This design comes from an exercise in tuning for small area, a short achievable clock period and few clock cycles per item on the open sky130 flow, not from production work.
Where RTL was checked, it was by simulation tests only, not by an equivalence proof against the original.

## JK
// circ
module circ(clk,rst,buttonRight,buttonCenter,buttonLeft,inputMultiplier,inputMultiplicand,segments,anode_active,doneFlag);
clock: 14.0 ns
lec_check: 0
abc_area: 1
cap_margin: 20
core_margin: 2
core_utilization: 70
slew_margin: 20
standard.sh (not shown) runs the stock make flow with config.mk's settings and CLKGATE_MAP_FILE= SYNTH_SCRIPT=/design/flow/synth_recipe.tcl, a recipe that flattens the netlist after the stock synthesis.
==> flow/flow/run.sh <==
#!/bin/bash
# Standard layout with three changes: stronger port buffers, full adders left
# to ABC instead of fixed adder cells, and an ABC mapping script with a real
# delay target (the ORFS area script has none).
set -euo pipefail
cp -r "$FLOW_HOME/scripts" scripts_abc
cat > scripts_abc/abc_area.script <<'EOS'
strash
dc2
dch
map -D 4000
topo
stime -c
buffer -c
upsize -c -D 4000
dnsize -c -D 4000
EOS
export SCRIPTS_DIR="$PWD/scripts_abc"
export ADDER_MAP_FILE=
export BUFFER_PORTS_ARGS="-buffer_cell sky130_fd_sc_hd__buf_2"
bash standard.sh > standard_flow.log 2>&1
Edits applied to the flow inputs when going from JK to MS:
-- flow/flow/run.sh --
<<< JK, line 11
map -D 4000
>>> MS, line 11
map -D 3000
<<< JK, line 15
upsize -c -D 4000
dnsize -c -D 4000
>>> MS, line 15
upsize -c -D 3000
dnsize -c -D 3000
Results
As of MS, inverter count of the layout excluding clock inverters had fallen by more than a quarter compared to JK. First-iteration DRC count of MS exceeds that of JK by more than a quarter. Sort MS and JK by critical path depth, ascending, and MS comes first. On maximum achievable frequency: MS sits above JK. MS vs JK — wire length climbed by more than 10%.
Function was not checked in any run of this note: the RTL went through the layout flow alone.

========
## exp/harbor
circ, a different RTL version from the one above (not shown whole).
For scale: ~780 cells after synthesis, ~22 flip-flops, about 33 I/O pins, roughly 4200 um^2 of cells after synthesis.
clock: 14.0 ns
lec_check: 0
abc_area: 1
cap_margin: 20
core_margin: 2
core_utilization: 70
slew_margin: 20
==> flow/flow/run.sh <==
#!/bin/bash
# Standard layout with three changes: stronger port buffers, full adders left
# to ABC instead of fixed adder cells, and an ABC mapping script with a real
# delay target (the ORFS area script has none); the post-CTS timing repair
# aims for extra setup slack.
set -euo pipefail
cp -r "$FLOW_HOME/scripts" scripts_abc
cat > scripts_abc/abc_area.script <<'EOS'
strash
dc2
dch
map -D 4500
topo
stime -c
buffer -c
upsize -c -D 4500
dnsize -c -D 4500
EOS
export SCRIPTS_DIR="$PWD/scripts_abc"
export ADDER_MAP_FILE=
export BUFFER_PORTS_ARGS="-buffer_cell sky130_fd_sc_hd__buf_2"
# timing repair after clock-tree synthesis aims for 6.4 ns of extra setup slack
SETUP_SLACK_MARGIN=6.4 bash standard.sh cts > standard_flow_to_cts.log 2>&1
bash standard.sh > standard_flow.log 2>&1
Testbench counts of exp/harbor, summed over its fixed seeds: cycles 8,000, items 8,000.
--- input diff exp/harbor..exp/indigo ---
-- flow/flow/run.sh --
<<< exp/harbor, line 19
export SCRIPTS_DIR="$PWD/scripts_abc"
export ADDER_MAP_FILE=
export BUFFER_PORTS_ARGS="-buffer_cell sky130_fd_sc_hd__buf_2"
# timing repair after clock-tree synthesis aims for 6.4 ns of extra setup slack
SETUP_SLACK_MARGIN=6.4 bash standard.sh cts > standard_flow_to_cts.log 2>&1
>>> exp/indigo, line 19
export SCRIPTS_DIR="$PWD/scripts_abc"
export ADDER_MAP_FILE=
export BUFFER_PORTS_ARGS="-buffer_cell sky130_fd_sc_hd__buf_1"
# timing repair after clock-tree synthesis aims for 6.4 ns of extra setup slack
SETUP_SLACK_MARGIN=6.4 bash standard.sh cts > standard_flow_to_cts.log 2>&1
Results
exp/indigo finished every step from synthesis to the final layout, and the layout passed the timing, DRC and antenna checks.
Worst-margin pin slew is higher on exp/indigo
Against exp/harbor as the reference, exp/indigo delivers a lower post-detailed-placement cell area.
Relative to exp/harbor, per-cell via count in the routed design has gone up in exp/indigo.
As far as well tap count goes, exp/indigo and exp/harbor are indistinguishable; the numbers are identical.
For exp/onyx, these inputs were changed with respect to exp/indigo:
==> flow/flow/run.sh <==
#!/bin/bash
# Standard layout with three changes: stronger port buffers, full adders left
# to ABC instead of fixed adder cells, and an ABC mapping script with a real
# delay target (the ORFS area script has none).
set -euo pipefail
cp -r "$FLOW_HOME/scripts" scripts_abc
cat > scripts_abc/abc_area.script <<'EOS'
strash
dc2
dch
map -D 4000
strash
dc2
dch
map -D 4000
topo
stime -c
buffer -c
upsize -c -D 4000
dnsize -c -D 4000
EOS
export SCRIPTS_DIR="$PWD/scripts_abc"
export ADDER_MAP_FILE=
export BUFFER_PORTS_ARGS="-buffer_cell sky130_fd_sc_hd__buf_2"
bash standard.sh > standard_flow.log 2>&1
[summary]
The run showing the smaller number of cells in the finished layout apart from fillers is exp/onyx. Re detailed-route DRC error count: no difference whatsoever between exp/indigo and exp/onyx. In exp/onyx, number of buffers other than clock buffers in the final layout is lower than in exp/indigo.
### exp/onyx -> exp/maple
-- flow/flow/run.sh --
<<< exp/onyx, line 6
cp -r "$FLOW_HOME/scripts" scripts_abc
cat > scripts_abc/abc_area.script <<'EOS'
strash
dc2
dch
map -D 4000
strash
dc2
>>> exp/maple, line 6
cp -r "$FLOW_HOME/scripts" scripts_abc
cat > scripts_abc/abc_area.script <<'EOS'
strash
dc2
--- outcome ---
- exp/onyx and exp/maple ended up with nearly the same cell count.
- Going from exp/onyx to exp/maple, number of instances in the synthesized netlist decreased about 0.4%, final cycle utilization of the critical path increased 1.6 points, via-per-instance ratio essentially unchanged, placer's final routability congestion estimate increased about 15%.
- Looking at final wirelength, exp/maple sits 370 um above exp/onyx.
- Compared to exp/onyx, exp/maple has post-synthesis to final-layout area growth 0.19 points higher.
- Relative to exp/onyx, final area has gone down in exp/maple.
- exp/maple vs exp/onyx: area of the die down in exp/maple

========
Starting RTL as in the previous note.
export LEC_CHECK = 0
export ABC_AREA = 1
export CAP_MARGIN = 20
export CORE_MARGIN = 2
export CORE_UTILIZATION = 70
export SLEW_MARGIN = 20
create_clock -name core_clock -period 14.0 [get_ports {clk}]
==> flow/flow/run.sh <==
#!/bin/bash
# Standard layout with three changes: stronger port buffers, full adders left
# to ABC instead of fixed adder cells, and an ABC mapping script with a real
# delay target (the ORFS area script has none); the post-CTS timing repair
# aims for extra setup slack.
set -euo pipefail
cp -r "$FLOW_HOME/scripts" scripts_abc
cat > scripts_abc/abc_area.script <<'EOS'
strash
dc2
dch
map -D 4000
topo
stime -c
buffer -c
upsize -c -D 4000
dnsize -c -D 4000
EOS
export SCRIPTS_DIR="$PWD/scripts_abc"
export ADDER_MAP_FILE=
export BUFFER_PORTS_ARGS="-buffer_cell sky130_fd_sc_hd__buf_2"
# timing repair after clock-tree synthesis aims for 6.0 ns of extra setup slack
SETUP_SLACK_MARGIN=6.0 bash standard.sh cts > standard_flow_to_cts.log 2>&1
bash standard.sh > standard_flow.log 2>&1
Testbench counts at the start, summed over its fixed seeds: cycles 8,000, items 8,000.
==> next run, changes <==
--- a/flow/flow/run.sh
+++ b/flow/flow/run.sh
@@ -4,2 +4 @@
-# delay target (the ORFS area script has none); the post-CTS timing repair
-# aims for extra setup slack.
+# delay target (the ORFS area script has none).
@@ -12 +11 @@
-map -D 4000
+map -D 3500
@@ -16,2 +15,2 @@
-upsize -c -D 4000
-dnsize -c -D 4000
+upsize -c -D 3500
+dnsize -c -D 3500
@@ -22,2 +20,0 @@
-# timing repair after clock-tree synthesis aims for 6.0 ns of extra setup slack
-SETUP_SLACK_MARGIN=6.0 bash standard.sh cts > standard_flow_to_cts.log 2>&1
- flip-flop and latch count is unchanged
- cell count is about the same
- first-iteration DRC count went down by 0.97%
- count of clock-buffer cells in the layout stays the same
- register-to-register slack got worse by 0.04 ns
- via count goes up by 0.96%
- final area rose by about 4%
- maximum frequency is higher by 2.0%
==> next run, changes <==
--- a/flow/flow/run.sh
+++ b/flow/flow/run.sh
@@ -11 +11 @@
-map -D 3500
+map -D 4000
@@ -15,2 +15,2 @@
-upsize -c -D 3500
-dnsize -c -D 3500
+upsize -c -D 4000
+dnsize -c -D 4000
Settings changed: CTS_CLUSTER_DIAMETER set to 200, CTS_CLUSTER_SIZE set to 30.
The changed run finished with timing, DRC and antenna clean.
Via count drops by about 1%.
Core utilization is lower by 1.1 points.
Final area falls by about 3.7%.
Area after synthesis shrinks by about 4.5%.
Clock-buffer cell count is unchanged.
Flip-flop and latch count is unchanged.
==> next run, changes <==
--- a/flow/flow/run.sh
+++ b/flow/flow/run.sh
@@ -4 +4,2 @@
-# delay target (the ORFS area script has none).
+# delay target (the ORFS area script has none); the post-CTS timing repair
+# aims for extra setup slack.
@@ -11 +12 @@
-map -D 4000
+map -D 4500
@@ -15,2 +16,2 @@
-upsize -c -D 4000
-dnsize -c -D 4000
+upsize -c -D 4500
+dnsize -c -D 4500
@@ -20,0 +22,2 @@
+# timing repair after clock-tree synthesis aims for 6.6 ns of extra setup slack
+SETUP_SLACK_MARGIN=6.6 bash standard.sh cts > standard_flow_to_cts.log 2>&1
Settings changed: CTS_CLUSTER_DIAMETER 200 to unset, CTS_CLUSTER_SIZE 30 to unset.
What happened: Synthesized area decreases by 0.74%. Wire length increases by 7.3%. Cell area increases by about 6%. Via count increases by 4.4%. Die area decreases by about 0.7%. Setup slack improved by 0.34 ns.
==> next run, changes <==
--- a/flow/flow/run.sh
+++ b/flow/flow/run.sh
@@ -22,2 +22,2 @@
-# timing repair after clock-tree synthesis aims for 6.6 ns of extra setup slack
-SETUP_SLACK_MARGIN=6.6 bash standard.sh cts > standard_flow_to_cts.log 2>&1
+# timing repair after clock-tree synthesis aims for 6.5 ns of extra setup slack
+SETUP_SLACK_MARGIN=6.5 bash standard.sh cts > standard_flow_to_cts.log 2>&1
The changed run completed with no timing, DRC or antenna violations.
Fmax increases by 0.83%.
==> next run, changes <==
--- a/flow/flow/run.sh
+++ b/flow/flow/run.sh
@@ -12 +12 @@
-map -D 4500
+map -D 4000
@@ -16,2 +16,2 @@
-upsize -c -D 4500
-dnsize -c -D 4500
+upsize -c -D 4000
+dnsize -c -D 4000
@@ -22,2 +22,2 @@
-# timing repair after clock-tree synthesis aims for 6.5 ns of extra setup slack
-SETUP_SLACK_MARGIN=6.5 bash standard.sh cts > standard_flow_to_cts.log 2>&1
+# timing repair after clock-tree synthesis aims for 7.2 ns of extra setup slack
+SETUP_SLACK_MARGIN=7.2 bash standard.sh cts > standard_flow_to_cts.log 2>&1
Result:
- With this change the flow stopped in 4_1_cts
- synthesized area came out higher slightly
- synthesized cell count goes down slightly

what the ideal ports hide:
How much do the figures lean on ideal ports? The routed layouts below were timed once more, with nothing changed but the port constraints.
Step 1 sets driving cells, clkbuf_16 on the clock port and buf_2 on the other inputs (assumed; they add their load-dependent delay and slew).
Step 2 adds t to the input delays and takes it off the output delays; t is the mean of the earliest and latest rising clock arrival at the registers after step 1. Input paths then give back, and output paths get back, about the clock's delay inside the block.
a / b / c = ideal / step 1 / step 2; a / b = the first two.
run | t, ns | slack for setup (ns) | hold WS [ns] | worst setup path after step 2 | clock arrival spread, ns
JK | 0.283 | 5.915 / 5.889 / 6.172 | 0.478 / 0.478 / 0.478 | register to output | 0.012 / 0.011
MS | 0.282 | 6.161 / 6.136 / 6.418 | 0.471 / 0.471 / 0.471 | register to output | 0.004 / 0.004
exp/harbor | 0.285 | 6.257 / 6.231 / 6.106 | 0.477 / 0.477 / 0.477 | input to register | 0.006 / 0.006
exp/indigo | 0.295 | 6.185 / 6.156 / 6.024 | 0.482 / 0.482 / 0.482 | input to register | 0.002 / 0.002
exp/onyx | 0.294 | 6.204 / 6.176 / 6.470 | 0.477 / 0.477 / 0.477 | register to output | 0.008 / 0.008
exp/maple | 0.295 | 5.983 / 5.954 / 6.191 | 0.471 / 0.471 / 0.471 | input to register | 0.001 / 0.001
the first run of note 3 | 0.295 | 5.983 / 5.954 / 6.191 | 0.471 / 0.471 / 0.471 | input to register | 0.001 / 0.001
the second run of note 3 | 0.287 | 6.141 / 6.114 / 6.402 | 0.466 / 0.466 / 0.466 | register to output | 0.002 / 0.003
the third run of note 3 | 0.295 | 5.983 / 5.954 / 6.191 | 0.471 / 0.471 / 0.471 | input to register | 0.001 / 0.001
the fourth run of note 3 | 0.283 | 6.323 / 6.326 / 6.042 | 0.478 / 0.478 / 0.478 | input to register | 0.005 / 0.005
the fifth run of note 3 | 0.285 | 6.386 / 6.360 / 6.165 | 0.478 / 0.478 / 0.478 | input to register | 0.007 / 0.007
After both steps setup and hold are still met in every run listed. For the fourth run of note 3, which loses most, drivers alone change the setup slack by +0.003 ns; drivers and shift together by -0.281 ns.
